From an optimization exercise on the open Yosys and OpenROAD flow, aimed at small area; shortcuts taken in it are not production practice. The RTL was checked by simulation tests, not by an equivalence proof against the original design. No activity file was given, so power comes from the tool's default toggle rates.

Setup of the reference run:
// measure_bw
module measure_bw#
(
    parameter[63:0] ADDRESS_OFFSET        = 64'h0000_0000,
    parameter       MAX_OUTSTANDING_RREQ  = 8,
    parameter       MAX_OUTSTANDING_WREQ  = 8,
    parameter       AXI_DATA_WIDTH        = 64,
    parameter       AXI_ADDR_WIDTH        = 64
)
(
    input wire  AXI_ACLK, AXI_ARESETN,
    input  wire[6-1 : 0]    S_AXI_AWADDR,   
    input  wire                             S_AXI_AWVALID,  
    output wire                                             S_AXI_AWREADY,
    input  wire[2 : 0]                      S_AXI_AWPROT,
    input  wire[32-1 : 0]    S_AXI_WDATA,      
    input  wire                             S_AXI_WVALID,
    input  wire[(32/8)-1:0]  S_AXI_WSTRB,
    output wire                                             S_AXI_WREADY,
    output  wire[1 : 0]                                     S_AXI_BRESP,
    output  wire                                            S_AXI_BVALID,
    input   wire                            S_AXI_BREADY,
    input  wire[6-1 : 0]    S_AXI_ARADDR,     
    input  wire                             S_AXI_ARVALID,
    input  wire[2 : 0]                      S_AXI_ARPROT,     
    output wire                                             S_AXI_ARREADY,
    output  wire[32-1 : 0]                   S_AXI_RDATA,
    output  wire                                            S_AXI_RVALID,
    output  wire[1 : 0]                                     S_AXI_RRESP,
    input   wire                            S_AXI_RREADY,
    output wire[AXI_ADDR_WIDTH-1 : 0]      M_AXI_ARADDR,     
    output wire                            M_AXI_ARVALID,
    output wire[2:0]                       M_AXI_ARPROT,     
    output wire                            M_AXI_ARLOCK,
    output wire[3:0]                       M_AXI_ARID,
    output wire[7:0]                       M_AXI_ARLEN,
    output wire[2:0]                       M_AXI_ARSIZE,
    output wire[1:0]                       M_AXI_ARBURST,
    output wire[3:0]                       M_AXI_ARCACHE,
    output wire[3:0]                       M_AXI_ARQOS,
    input  wire                                              M_AXI_ARREADY,
    input  wire[AXI_DATA_WIDTH-1 : 0]                        M_AXI_RDATA,
    input  wire                                              M_AXI_RVALID,
    input  wire[1:0]                                         M_AXI_RRESP,
    input  wire                                              M_AXI_RLAST,
    output wire                            M_AXI_RREADY,
    output wire[AXI_ADDR_WIDTH-1:0]        M_AXI_AWADDR,
    output wire                            M_AXI_AWVALID,
    output wire[2:0]                       M_AXI_AWPROT,
    output wire[3:0]                       M_AXI_AWID,
    output wire[7:0]                       M_AXI_AWLEN,
    output wire[2:0]                       M_AXI_AWSIZE,
    output wire[1:0]                       M_AXI_AWBURST,
    output wire                            M_AXI_AWLOCK,
    output wire[3:0]                       M_AXI_AWCACHE,
    output wire[3:0]                       M_AXI_AWQOS,
    input  wire                                              M_AXI_AWREADY,
    output wire[AXI_DATA_WIDTH-1 : 0]      M_AXI_WDATA,
    output wire                            M_AXI_WVALID,
    output wire[(AXI_DATA_WIDTH/8)-1:0]    M_AXI_WSTRB,
    output wire                            M_AXI_WLAST,
    input  wire                                              M_AXI_WREADY,
    input  wire[1:0]                                         M_AXI_BRESP,
    input  wire                                              M_AXI_BVALID,
    output wire                           M_AXI_BREADY
 );
==> flow/config.mk <==
export PLATFORM = sky130hd
export DESIGN_NAME = measure_bw
export DESIGN_NICKNAME = measure_bw
export VERILOG_FILES = /design/flow/design.v
export SDC_FILE = /design/flow/constraint.sdc
export NUM_CORES = 4
export LEC_CHECK = 0
export CAP_MARGIN = 10
export CORE_MARGIN = 2
export CORE_UTILIZATION = 70
export SLEW_MARGIN = 10
==> flow/constraint.sdc <==
create_clock -name core_clock -period 8.0 [get_ports {AXI_ACLK}]
set_input_delay 1.6000 -clock core_clock [delete_from_list [all_inputs] [get_ports {AXI_ACLK}]]
set_output_delay 1.6000 -clock core_clock [all_outputs]
set_load 0.01 [all_outputs]
standard.sh (not shown) runs the stock make flow with config.mk's settings and CLKGATE_MAP_FILE= SYNTH_SCRIPT=/design/flow/synth_recipe.tcl, a recipe that flattens the netlist after the stock synthesis.
==> flow/flow/run.sh <==
#!/bin/bash
# Layout flow: the standard layout (standard.sh) with these changes to how the layout is made:
#  - after the standard synthesis (run unchanged), its combinational logic is re-mapped for area
#    with Yosys/ABC (flow/remap.ys.in, flow/remap.abc); every flip-flop instance is kept as the
#    standard synthesis made it (same names and cell types);
#  - the port buffers that global placement inserts use the smallest buffer cell;
#  - the clock tree uses larger sink clusters and no dummy loads.
# Each tool's whole output goes to a log file of its own in this folder (ORFS steps also keep
# their logs under orfs/logs/).
set -euo pipefail
here=$(pwd)
lib=$FLOW_HOME/platforms/$FLOW_PLATFORM/lib/sky130_fd_sc_hd__tt_025C_1v80.lib
res=$here/orfs/results/$FLOW_PLATFORM/measure_bw/base
yosys_exe=$(command -v yosys || echo "$FLOW_HOME/../tools/install/yosys/bin/yosys")

export BUFFER_PORTS_ARGS="-buffer_cell sky130_fd_sc_hd__buf_1"
export CTS_ARGS="-sink_clustering_enable -repair_clock_nets -sink_clustering_size 26 -sink_clustering_max_diameter 100 -dont_use_dummy_load"

# 1. the standard synthesis
bash standard.sh synth > standard_synth.log 2>&1

# 2. re-map its combinational logic
cp "$res/1_2_yosys.v" "$here/synth_standard.v"
dont_use=$(sed -n '/DONT_USE_CELLS *+=/,/^ *$/p' "$FLOW_HOME/platforms/$FLOW_PLATFORM/config.mk" \
           | grep -o 'sky130_fd_sc_hd__[a-z0-9_]*' | sed 's/^/-dont_use /' | tr '\n' ' ')
printf 'set_driving_cell sky130_fd_sc_hd__buf_1\nset_load 5\n' > "$here/remap.constr"
sed -e "s#@LIB@#$lib#g" -e "s#@IN@#$here/synth_standard.v#" -e "s#@TOP@#$FLOW_TOP#" \
    -e "s#@DONTUSE@#$dont_use#" -e "s#@ABC@#$here/flow/remap.abc#" \
    -e "s#@CONSTR@#$here/remap.constr#" -e "s#@OUT@#$here/synth_remapped.v#" \
    flow/remap.ys.in > "$here/remap.ys"
"$yosys_exe" -s "$here/remap.ys" > remap.log 2>&1
cp "$here/synth_remapped.v" "$res/1_2_yosys.v"
rm -f "$res/1_synth.odb" "$res/1_synth.sdc"

# 3. the rest of the standard layout, from the re-mapped netlist
bash standard.sh > standard.log 2>&1
Other scripts of this flow, unchanged in this note and not shown: flow/flow/remap.abc, flow/flow/remap.ys.in
Input-level comparison between the trial run and the reference run:
--- a/flow/design.v
+++ b/flow/design.v
@@ -97,15 +97,15 @@
             4'd7: cstart_l  <= S_AXI_WDATA;
             default: ;
         endcase
         cstart_h_ok <= AXI_ARESETN & (cstart_h_ok | (s_whs & s_wreg == 4'd6));
         cstart_l_ok <= AXI_ARESETN & (cstart_l_ok | (s_whs & s_wreg == 4'd7));
     end
     reg start_read, start_write;
-    wire r_act, b_act;               
+    reg r_act, b_act;                
     wire rdone, bdone;               
     wire go = AXI_ARESETN & s_wfirst & (s_awaddr == REG_CTL_STAT)
             & ~start_read & ~r_act & ~start_write & ~b_act & (blk_count[19:0] != 0);
     reg [63:0] cycle_counter, elapsed_read_cycles, elapsed_write_cycles;
     reg [31:0] xfer_block_size;
     reg [3:0]  count_lo;             
     wire [63:0] cc_inc;
@@ -132,17 +132,16 @@
     wire aw_last = (&aw_inc[19:4]) & (aw_inc[3:0] == count_lo);
     reg  [63:0] araddr, awaddr;
     wire [32:0] ara_lo = {1'b0, araddr[31:0]} + {1'b0, xfer_block_size};
     wire [32:0] awa_lo = {1'b0, awaddr[31:0]} + {1'b0, xfer_block_size};
     wire [31:0] ara_hi, awa_hi;
     mbw_inc #(32) u_ara_inc (.a(araddr[63:32]), .ci(m_arhs & ara_lo[32]), .s(ara_hi));
     mbw_inc #(32) u_awa_inc (.a(awaddr[63:32]), .ci(m_awhs & awa_lo[32]), .s(awa_hi));
-    reg        ar_act;               
+    reg        ar_act;
     reg [3:0]  r_out;                
-    assign r_act = ar_act | (r_out != 4'd0);
     assign M_AXI_ARVALID = ar_act & ~r_out[3];
     assign M_AXI_ARADDR  = araddr;
     assign M_AXI_ARID    = ar_n[3:0];
     assign M_AXI_ARLEN   = burst_len;
     assign M_AXI_ARSIZE  = 3'd3;
     assign M_AXI_ARBURST = 2'd1;
     assign M_AXI_ARPROT  = 3'd0;
@@ -151,27 +150,29 @@
     assign M_AXI_ARQOS   = 4'd0;
     assign M_AXI_RREADY  = r_act;
     assign m_arhs = M_AXI_ARVALID & M_AXI_ARREADY;
     wire m_rlhs = M_AXI_RVALID & M_AXI_RLAST & r_act;
     assign rdone = m_rlhs & ~ar_act & (r_out == 4'd1);
     always @(posedge AXI_ACLK) begin
         ar_act <= AXI_ARESETN & (start_read | (ar_act & ~(m_arhs & ar_last)));
+        r_act  <= AXI_ARESETN & (start_read | (r_act & ~rdone));
         if (go) begin
             ar_n   <= {~blk_count[19:4], 4'd0};
             araddr <= {raddr_h, raddr_l};
+            r_out  <= 0;
         end else begin
             ar_n          <= ar_inc;
             araddr[63:32] <= ara_hi;
             if (m_arhs) araddr[31:0] <= ara_lo[31:0];
+            r_out <= r_out + m_arhs - m_rlhs;
         end
     end
-    reg        aw_act;               
+    reg        aw_act, w_act;
     reg [3:0]  wq_out;               
     reg [3:0]  b_out;                
-    assign b_act = aw_act | (b_out != 4'd0);
     reg [8:0]  wbeat;                
     reg [31:0] wdata;
     wire [8:0]  wbeat_inc;
     wire [31:0] wdata_inc;
     wire        m_whs;
     mbw_inc #(9)  u_wb_inc (.a(wbeat), .ci(1'b1), .s(wbeat_inc));
     mbw_inc #(32) u_wd_inc (.a(wdata), .ci(m_whs), .s(wdata_inc));
@@ -183,47 +184,43 @@
     assign M_AXI_AWSIZE  = 3'd3;
     assign M_AXI_AWBURST = 2'd1;
     assign M_AXI_AWPROT  = 3'd0;
     assign M_AXI_AWLOCK  = 1'b0;
     assign M_AXI_AWCACHE = 4'd0;
     assign M_AXI_AWQOS   = 4'd0;
     assign M_AXI_WDATA   = {wdata, {(AXI_DATA_WIDTH-32){1'b0}}};
-    assign M_AXI_WVALID  = (wq_out != 4'd0);
+    assign M_AXI_WVALID  = w_act & (wq_out != 0);
     assign M_AXI_WSTRB   = {(AXI_DATA_WIDTH/8){1'b1}};
     assign M_AXI_WLAST   = wb_last;
     assign M_AXI_BREADY  = b_act;
     assign m_awhs = M_AXI_AWVALID & M_AXI_AWREADY;
     assign m_whs = M_AXI_WVALID & M_AXI_WREADY;
     wire m_wlhs = m_whs & wb_last;
     wire m_bhs  = M_AXI_BVALID & b_act;
+    wire wdone  = m_wlhs & ~aw_act & (wq_out == 4'd1);
     assign bdone = m_bhs & ~aw_act & (b_out == 4'd1);
     always @(posedge AXI_ACLK) begin
         aw_act <= AXI_ARESETN & (start_write | (aw_act & ~(m_awhs & aw_last)));
+        w_act  <= AXI_ARESETN & (start_write | (w_act & ~wdone));
+        b_act  <= AXI_ARESETN & (start_write | (b_act & ~bdone));
         if (go) begin
             aw_n   <= {~blk_count[19:4], 4'd0};
             awaddr <= {waddr_h, waddr_l};
+            wq_out <= 0;
+            b_out  <= 0;
             wbeat  <= 0;
             wdata  <= 0;
         end else begin
             aw_n          <= aw_inc;
             awaddr[63:32] <= awa_hi;
             if (m_awhs) awaddr[31:0] <= awa_lo[31:0];
+            wq_out <= wq_out + m_awhs - m_wlhs;
+            b_out  <= b_out  + m_awhs - m_bhs;
             wdata <= wdata_inc;
             if (m_whs) wbeat <= wbeat_inc & {9{~wb_last}};
-        end
-    end
-    always @(posedge AXI_ACLK) begin
-        if (AXI_ARESETN == 0) begin
-            r_out  <= 0;
-            wq_out <= 0;
-            b_out  <= 0;
-        end else begin
-            r_out  <= r_out  + m_arhs - m_rlhs;
-            wq_out <= wq_out + m_awhs - m_wlhs;
-            b_out  <= b_out  + m_awhs - m_bhs;
         end
     end
     reg        ra, rb;
     reg [31:0] s_rdata;
     reg        s_rerr;
     assign S_AXI_ARREADY = ~(ra | rb);
     assign S_AXI_RVALID  = ra & ~rb;
- The reference run → the trial run: depth of the worst register-to-register path decreased 1; global routing usage on met1 went down 0.71 points.
- On antenna diode instance count: between the reference run and the trial run, it ends up higher for the reference run.
- The trial run reports a higher internal power than the reference run does.
- The reference run → the trial run: fraction of layout cells with a size suffix above 1 about even; worst setup slack after layout went down.
- Compared the trial run against the reference run; clock skew within noise.
- The trial run closes out successfully: all stages finished, all timing, DRC and antenna checks passed.

afterwards: timing with drivers on the ports:
No port has a modelled driver above. Below, the same layouts with a new extraction and two added sets of constraints. Step 1 sets driving cells, clkbuf_16 on the clock port and buf_2 on the other inputs (assumed; they add their load-dependent delay and slew). Step 2 times the ports against the registers' clock, not the clock port: input delays grow and output delays shrink by t, the midpoint of the rising clock arrivals with the driver on. Three values: no drivers, after step 1, after step 2; two values: the first two.
| run | shift t [ns] | setup slack, ns | worst setup path after step 2 | worst register clock-pin slew, ns | cell pins on the clock port's net |
|---|---|---|---|---|---|
| the reference run | 0.625 | 1.571 / 1.571 / 1.571 | register to register | 0.11 / 0.11 | 1 |
| the trial run | 0.631 | 1.188 / 1.188 / 1.188 | register to register | 0.11 / 0.11 | 1 |
After both steps every run listed still meets setup and hold.
